Source: an optimization exercise on an open RTL-to-GDS flow (aim: small area and a short achievable clock period). Production flows keep margins and buffers that such runs may drop.
Only simulation tests tie the RTL to the original design; equivalence was not proved.

==> job 1722 <==
// FFT_TOB
module FFT_TOB (
  input  wire signed [15:0] Input_re,
  input  wire signed [15:0] Input_Im,
  input  wire               cordic_Valid,
  input  wire               clk,
  input  wire               rst,
  output wire signed [15:0] Output_FFT_Re,
  output wire signed [15:0] Output_FFT_Im,
  output wire               Data_Valid
);
export LEC_CHECK = 0
export CAP_MARGIN = 20
export CORE_MARGIN = 2
export CORE_UTILIZATION = 40
export CTS_BUF_LIST = sky130_fd_sc_hd__clkbuf_8 sky130_fd_sc_hd__clkbuf_16
export CTS_CLUSTER_DIAMETER = 120
export CTS_CLUSTER_SIZE = 25
export SLEW_MARGIN = 20
export TNS_END_PERCENT = 0
export BUFFER_PORTS_ARGS = -buffer_cell sky130_fd_sc_hd__buf_2
export SETUP_SLACK_MARGIN = 14.5
create_clock -name core_clock -period 27.0 [get_ports {clk}]
standard.sh (not shown) runs the stock make flow with config.mk's settings and CLKGATE_MAP_FILE= SYNTH_SCRIPT=/design/flow/synth_recipe.tcl, a recipe that flattens the netlist after the stock synthesis.
==> flow/flow/run.sh <==
#!/bin/bash
cp standard.sh standard_sh_copy.log
echo "export BUFFER_PORTS_ARGS = -buffer_cell sky130_fd_sc_hd__buf_2" >> config.mk
echo "export SETUP_SLACK_MARGIN = 14.5" >> config.mk
bash standard.sh > standard.log 2>&1
==> job 9996 (differences from job 1722) <==
==> flow/flow/run.sh (replaced) <==
#!/bin/bash
cp standard.sh standard_sh_copy.log
echo "export BUFFER_PORTS_ARGS = -buffer_cell sky130_fd_sc_hd__buf_2" >> config.mk
echo "export SETUP_SLACK_MARGIN = 13.9" >> config.mk
bash standard.sh > standard.log 2>&1
==> flow/config.mk (replaced) <==
export PLATFORM = sky130hd
export DESIGN_NAME = FFT_TOB
export DESIGN_NICKNAME = FFT_TOB
export VERILOG_FILES = /design/flow/design.v
export SDC_FILE = /design/flow/constraint.sdc
export NUM_CORES = 4
export LEC_CHECK = 0
export CAP_MARGIN = 20
export CORE_MARGIN = 2
export CORE_UTILIZATION = 55
export CTS_BUF_LIST = sky130_fd_sc_hd__clkbuf_8 sky130_fd_sc_hd__clkbuf_16
export CTS_CLUSTER_DIAMETER = 120
export CTS_CLUSTER_SIZE = 25
export SLEW_MARGIN = 20
export BUFFER_PORTS_ARGS = -buffer_cell sky130_fd_sc_hd__buf_2
export SETUP_SLACK_MARGIN = 13.9
==> job 9417 (differences from job 1722) <==
--- a/flow/design.v
+++ b/flow/design.v
@@ -457,22 +457,22 @@
   wire c5 = p0 & ~p1;
   wire [15:0] s3r, s3i, a3r, a3i, o4r, o4i, e4r, e4i, sumr, sumi, a8r, a8i;
   rca u_a3r (.a(r3r), .b(zr), .ci(1'b0), .s(a3r));
   rca u_a3i (.a(r3i), .b(zi), .ci(1'b0), .s(a3i));
   wire [15:0] s3or = p1 ? a3r : r3r;
   wire [15:0] s3oi = p1 ? a3i : r3i;
-  rca u_e4r (.a(r4r), .b(c5 ? r3i : a3r),  .ci(1'b0), .s(e4r));
-  rca u_e4i (.a(r4i), .b(c5 ? ~r3r : a3i), .ci(c5),   .s(e4i));
+  rca u_e4r (.a(r4r), .b(c5 ? r3i : s3or),  .ci(1'b0), .s(e4r));
+  rca u_e4i (.a(r4i), .b(c5 ? ~r3r : s3oi), .ci(c5),   .s(e4i));
   assign o4r = p0 ? e4r : r4r;
   assign o4i = p0 ? e4i : r4i;
   out_add u_or (.acc(first ? 16'd0 : ar), .x(xr), .o(o4r), .last(last), .sum(sumr), .y(Output_FFT_Re));
   out_add u_oi (.acc(first ? 16'd0 : ai), .x(xi), .o(o4i), .last(last), .sum(sumi), .y(Output_FFT_Im));
-  wire [15:0] i4r = c5 ? r3i : a3r;
+  wire [15:0] i4r = c5 ? r3i : s3or;
   wire [15:0] b4r, b4i;
   rca u_b4r (.a(r4r), .b(~i4r), .ci(1'b1), .s(b4r));
-  rca u_b4i (.a(r4i), .b(c5 ? r3r : ~a3i), .ci(~c5), .s(b4i));
+  rca u_b4i (.a(r4i), .b(c5 ? r3r : ~s3oi), .ci(~c5), .s(b4i));
   rca u_a8r (.a(first ? 16'd0 : br), .b(xr ^ {16{p0}}), .ci(p0), .s(a8r));
   rca u_a8i (.a(first ? 16'd0 : bi), .b(xi ^ {16{p0}}), .ci(p0), .s(a8i));
   wire [15:0] w4r = last ? a8r : p0 ? b4r : s3or;
   wire [15:0] w4i = last ? a8i : p0 ? b4i : s3oi;
   always @(posedge clk) begin
     d1r <= {d1r[111:0], w1r};  d1i <= {d1i[111:0], w1i};
==> flow/flow/run.sh (replaced) <==
#!/bin/bash
cp standard.sh standard_sh_copy.log
echo "export SETUP_SLACK_MARGIN = 13.3" >> config.mk
bash standard.sh > standard.log 2>&1
==> flow/config.mk (replaced) <==
export PLATFORM = sky130hd
export DESIGN_NAME = FFT_TOB
export DESIGN_NICKNAME = FFT_TOB
export VERILOG_FILES = /design/flow/design.v
export SDC_FILE = /design/flow/constraint.sdc
export NUM_CORES = 4
export LEC_CHECK = 0
export CAP_MARGIN = 20
export CORE_MARGIN = 2
export CORE_UTILIZATION = 65
export CTS_BUF_LIST = sky130_fd_sc_hd__clkbuf_8 sky130_fd_sc_hd__clkbuf_16
export CTS_CLUSTER_DIAMETER = 120
export CTS_CLUSTER_SIZE = 25
export SLEW_MARGIN = 20
export SETUP_SLACK_MARGIN = 13.3
==> qor summary <==
| metric | job 1722 | job 9996 | job 9417 |
|---|---|---|---|
| N_taps | 1,186 | 864 | 756 |
| Number of vias in the routed layout | 23.2k | 23.9k | 24.5k |
| Slew @ Worst Pin | 1.06 ns | 1.08 ns | 1.10 ns |
| Count of non-filler cells in the finished layout | 4,717 | 4,425 | 4,323 |
| Fillers | 8,802 | 5,626 | 4,204 |
| Worst reg2reg path startpoint | yw3$_DFF_P_ | yw1$_DFF_P_ | yw3$_DFF_P_ |
| Status | timing/DRC/antenna clean | timing/DRC/antenna clean | timing/DRC/antenna clean |
| Number of standard cells after synthesis | 3,539 | 3,539 | 3,571 |
| Proportion of cell area occupied by multi-input gates | 55.2% | 55.7% | 55.5% |
| First-pass GRT wire length | 142 mm | 151 mm | 147 mm |
| Largest net degree at the start of global routing | 76 | 76 | 77 |

## port drivers added, routing unchanged
No port has a modelled driver above. Below, the same layouts with a new extraction and two added sets of constraints.
Step 1 assumes that a clkbuf_16 drives the clock port and a buf_2 every other input.
Step 2 moves the port delays by t, midway between the first and last clock arrival at a register: inputs arrive t later, outputs are due t later. That takes back most of the time a late clock gives input paths.
Three values: ideal ports, drivers, drivers and shift; two values: the first two.
| run | t (ns) | setup WS [ns] | cell pins on the clock port's net |
|---|---|---|---|
| job 1722 | 0.677 | 13.659 / 13.626 / 13.504 | 1 |
| job 9996 | 0.679 | 13.792 / 13.742 / 13.540 | 1 |
| job 9417 | 0.684 | 13.387 / 13.358 / 13.328 | 1 |
After both steps every run listed still meets setup and hold. The setup slack of job 9996, which loses most, moves by -0.050 ns with the drivers and by -0.252 ns with both steps.
